Background: an optimization exercise with open tools, aiming at small area. Do not read the settings as production practice. Function was checked by simulation only, so behaviour that the tests miss may differ from the original. Power figures rest on the tool's default switching activity, not on a simulated workload.

Setup of P:
==> flow/design.v <==
module b12(
  input            clock,
  input            reset,
  input            start,
  input      [3:0] k,
  output           nloss,
  output     [3:0] nl,
  output reg       speaker
);
  localparam [3:0]
    C_G0 = 4'd4,  C_G2 = 4'd3,  C_G3 = 4'd0,  C_G4 = 4'd9,  C_G5 = 4'd7,
    C_G8 = 4'd2,  C_G9 = 4'd1,
    C_G6 = 4'd5,  C_G11 = 4'd12, C_G10a = 4'd11, C_W0 = 4'd10,
    C_G7 = 4'd13, C_G12 = 4'd8, C_W1 = 4'd14, C_G10 = 4'd15;
  reg       L;           
  reg [3:0] c;           
  reg [4:0] scan, mx, lvl;
  reg [5:0] cnt;
  reg [4:0] ph;
  reg [1:0] dout, din, nxt;
  reg [2:0] ctr;
  reg       s;
  reg [1:0] ring [0:31];
  wire cdone = (cnt == 6'd33);
  wire last  = (scan == mx);
  wire sG2  = (c == C_G2),  sG5 = (c == C_G5), sG6 = (c == C_G6), sG7 = (c == C_G7);
  wire sG9  = (c == C_G9),  sG10 = (c == C_G10), sG10a = (c == C_G10a);
  wire sG11 = (c == C_G11), sG12 = (c == C_G12), sW0 = (c == C_W0), sW1 = (c == C_W1);
  wire       kany = |k;
  wire [1:0] kidx = k[0] ? 2'd0 : k[1] ? 2'd1 : k[2] ? 2'd2 : 2'd3;
  wire       key  = sG10 && !cdone && kany;
  wire [4:0] fsrc = L ? mx : scan;
  wire [4:0] finc = fsrc + 5'd1;
  wire adv  = sG5 || sG6 || sG7 || sG10a || sG11 || sG12;
  wire zero = sG2 || sG10 || (L && (sG10a || sG11 || sG12)) || (!L && adv && last);
  wire [4:0] fidx = zero ? 5'd0 : adv ? finc : fsrc;
  integer i;
  always @(posedge clock) begin
    for (i = 0; i < 31; i = i + 1) ring[i] <= ring[i+1];
    ring[31] <= (!L && ph == mx) ? din : ring[0];
  end
  always @(posedge clock)
    if (fidx[2:0] == ph[2:0]) nxt <= ring[{fidx[4:3] - ph[4:3], 3'b000}];
  always @(posedge clock)
    if (reset) ph <= 5'd0;
    else       ph <= ph + 5'd1;
  wire [1:0] rdat = (!L && last) ? din : nxt;
  always @(posedge clock) begin
    if (sG5 || sG10a || (cdone && (sG6 || sG11)))   cnt <= {1'b0, lvl};
    else if (sG9)                                   cnt <= 6'd0;
    else if (cdone && (sG7 || sG12 || sW0 || sW1))  cnt <= 6'd25;
    else                                            cnt <= cnt + 6'd1;
    if (c == C_G0 || sG2 || c == C_G3 || c == C_G4 || c == C_G8 || sG9) dout <= rdat;
    else if (key)      dout <= kidx;
    if (sG2 || (cdone && !L && (sG7 || sG12))) scan <= fidx;
    if (start || (cdone && (sG10 || (L && sG12)))) mx <= 5'd0;
    else if (cdone && ((L && sG7) || (!L && sG12 && last))) mx <= finc;
    if (start) lvl <= 5'd0;
    else if (cdone && !L && sG12 && last) lvl <= finc;
    if (sG2) din <= ph[1:0];
  end
  always @(posedge clock) begin
    if (reset) begin
      L <= 1'b0; c <= C_G0;
    end else if (start) begin
      L <= 1'b0; c <= C_G2;
    end else begin
      if (sG10 && cdone) L <= 1'b1;
      else if (key)      L <= (dout != kidx);
      case (c)
        C_G0:   ;
        C_G2:   c <= C_G3;
        C_G3:   c <= C_G4;
        C_G4:   c <= C_G5;
        C_G5:   c <= C_G6;
        C_G6:   if (cdone) c <= C_G7;
        C_G7:   if (cdone) c <= !last ? C_G3 : L ? C_W0 : C_G8;
        C_G8:   c <= C_G9;
        C_G9:   c <= C_G10;
        C_G10:  if (cdone) c <= C_G3; else if (kany) c <= C_G10a;
        C_G10a: c <= C_G11;
        C_G11:  if (cdone) c <= C_G12;
        C_G12:  if (cdone) c <= L ? C_G3 : !last ? C_G8 : (mx != 5'd31) ? C_G2 : C_W0;
        C_W0:   if (cdone) c <= C_W1;
        C_W1:   if (cdone) c <= C_W0;
        default: c <= C_G0;
      endcase
    end
  end
  wire play = sG6 || sG11 || sG10a || sW0;
  wire lit  = sG6 || sG11 || (L && sW0);
  wire [2:0] thr = sW0 ? (L ? 3'd1 : 3'd6) : {1'b0, dout} + 3'd2;
  assign nloss = L;
  assign nl = (!L && sW1) ? 4'b1111 : lit ? (4'b0001 << dout) : 4'b0000;
  always @(posedge clock) begin
    if (reset) begin
      s <= 1'b0; speaker <= 1'b0;
    end else if (play && ctr > thr) begin
      s <= ~s; speaker <= ~s;
    end else if (!play)
      speaker <= 1'b0;
    if (play && !(ctr > thr)) ctr <= ctr + 3'd1;
    else                      ctr <= 3'd0;
  end
endmodule
clock: 5.0 ns
lec_check: 0
abc_area: 1
cap_margin: 20
core_margin: 2
core_utilization: 70
slew_margin: 20
run.sh (not shown) runs the stock make flow with config.mk's settings and CLKGATE_MAP_FILE= SYNTH_SCRIPT=/design/flow/synth_recipe.tcl, a recipe that flattens the netlist after the stock synthesis.
--- input diff P..Q ---
--- a/flow/design.v
+++ b/flow/design.v
@@ -27,15 +27,14 @@
   wire sG9  = (c == C_G9),  sG10 = (c == C_G10), sG10a = (c == C_G10a);
   wire sG11 = (c == C_G11), sG12 = (c == C_G12), sW0 = (c == C_W0), sW1 = (c == C_W1);
   wire       kany = |k;
   wire [1:0] kidx = k[0] ? 2'd0 : k[1] ? 2'd1 : k[2] ? 2'd2 : 2'd3;
   wire       key  = sG10 && !cdone && kany;
-  wire [4:0] fsrc = L ? mx : scan;
-  wire [4:0] finc = fsrc + 5'd1;
+  wire [4:0] finc = scan + 5'd1;
   wire adv  = sG5 || sG6 || sG7 || sG10a || sG11 || sG12;
   wire zero = sG2 || sG10 || (L && (sG10a || sG11 || sG12)) || (!L && adv && last);
-  wire [4:0] fidx = zero ? 5'd0 : adv ? finc : fsrc;
+  wire [4:0] fidx = zero ? 5'd0 : adv ? finc : scan;
   integer i;
   always @(posedge clock) begin
     for (i = 0; i < 31; i = i + 1) ring[i] <= ring[i+1];
     ring[31] <= (!L && ph == mx) ? din : ring[0];
   end
@@ -50,13 +49,14 @@
     else if (sG9)                                   cnt <= 6'd0;
     else if (cdone && (sG7 || sG12 || sW0 || sW1))  cnt <= 6'd25;
     else                                            cnt <= cnt + 6'd1;
     if (c == C_G0 || sG2 || c == C_G3 || c == C_G4 || c == C_G8 || sG9) dout <= rdat;
     else if (key)      dout <= kidx;
-    if (sG2 || (cdone && !L && (sG7 || sG12))) scan <= fidx;
-    if (start || (cdone && (sG10 || (L && sG12)))) mx <= 5'd0;
-    else if (cdone && ((L && sG7) || (!L && sG12 && last))) mx <= finc;
+    if (sG2 || (cdone && (sG7 || sG12 || sG10))) scan <= fidx;
+    if (start) mx <= 5'd0;
+    else if (cdone && (sG10 || (L && sG12))) mx <= scan;
+    else if (cdone && !L && sG12 && last) mx <= finc;
     if (start) lvl <= 5'd0;
     else if (cdone && !L && sG12 && last) lvl <= finc;
     if (sG2) din <= ph[1:0];
   end
   always @(posedge clock) begin
[summary]
Q went all the way through synthesis, placement and routing and the layout is clean on timing, DRC and antenna. Taking P as the reference point, the switching power total of Q rises by about 2.4%. On routed wire length, Q does worse than P. Side by side, combinational power turned out higher in Q than in P. The lower worst setup margin came out of Q. The top fanout value on the critical path reported for Q is greater than that of P by 3. Summary — post-synthesis instance total, Q relative to P: lower, by about 3%.

-- what the ideal ports hide --
The results above use ideal ports. As a check the final layouts listed here were re-extracted and re-timed, cells and wires unchanged. Step 1: set_driving_cell puts a clkbuf_16 on clock and a buf_2 on each other input, an assumption about the parent block. Step 2 adds t to the input delays and takes it off the output delays; t is the mean of the earliest and latest rising clock arrival at the registers after step 1. Input paths then give back, and output paths get back, about the clock's delay inside the block. a / b / c = ideal ports / drivers / drivers and shift; a / b = the first two.
run | shift t [ns] | setup WS [ns] | hold WS [ns] | slew at the worst register clock pin (ns) | cell pins on the clock port's net
P | 0.398 | 1.564 / 1.534 / 1.702 | 0.333 / 0.333 / 0.333 | 0.11 / 0.11 | 1
Q | 0.400 | 1.407 / 1.376 / 1.776 | 0.334 / 0.334 / 0.334 | 0.11 / 0.11 | 1
After both steps every run listed still meets setup and hold.
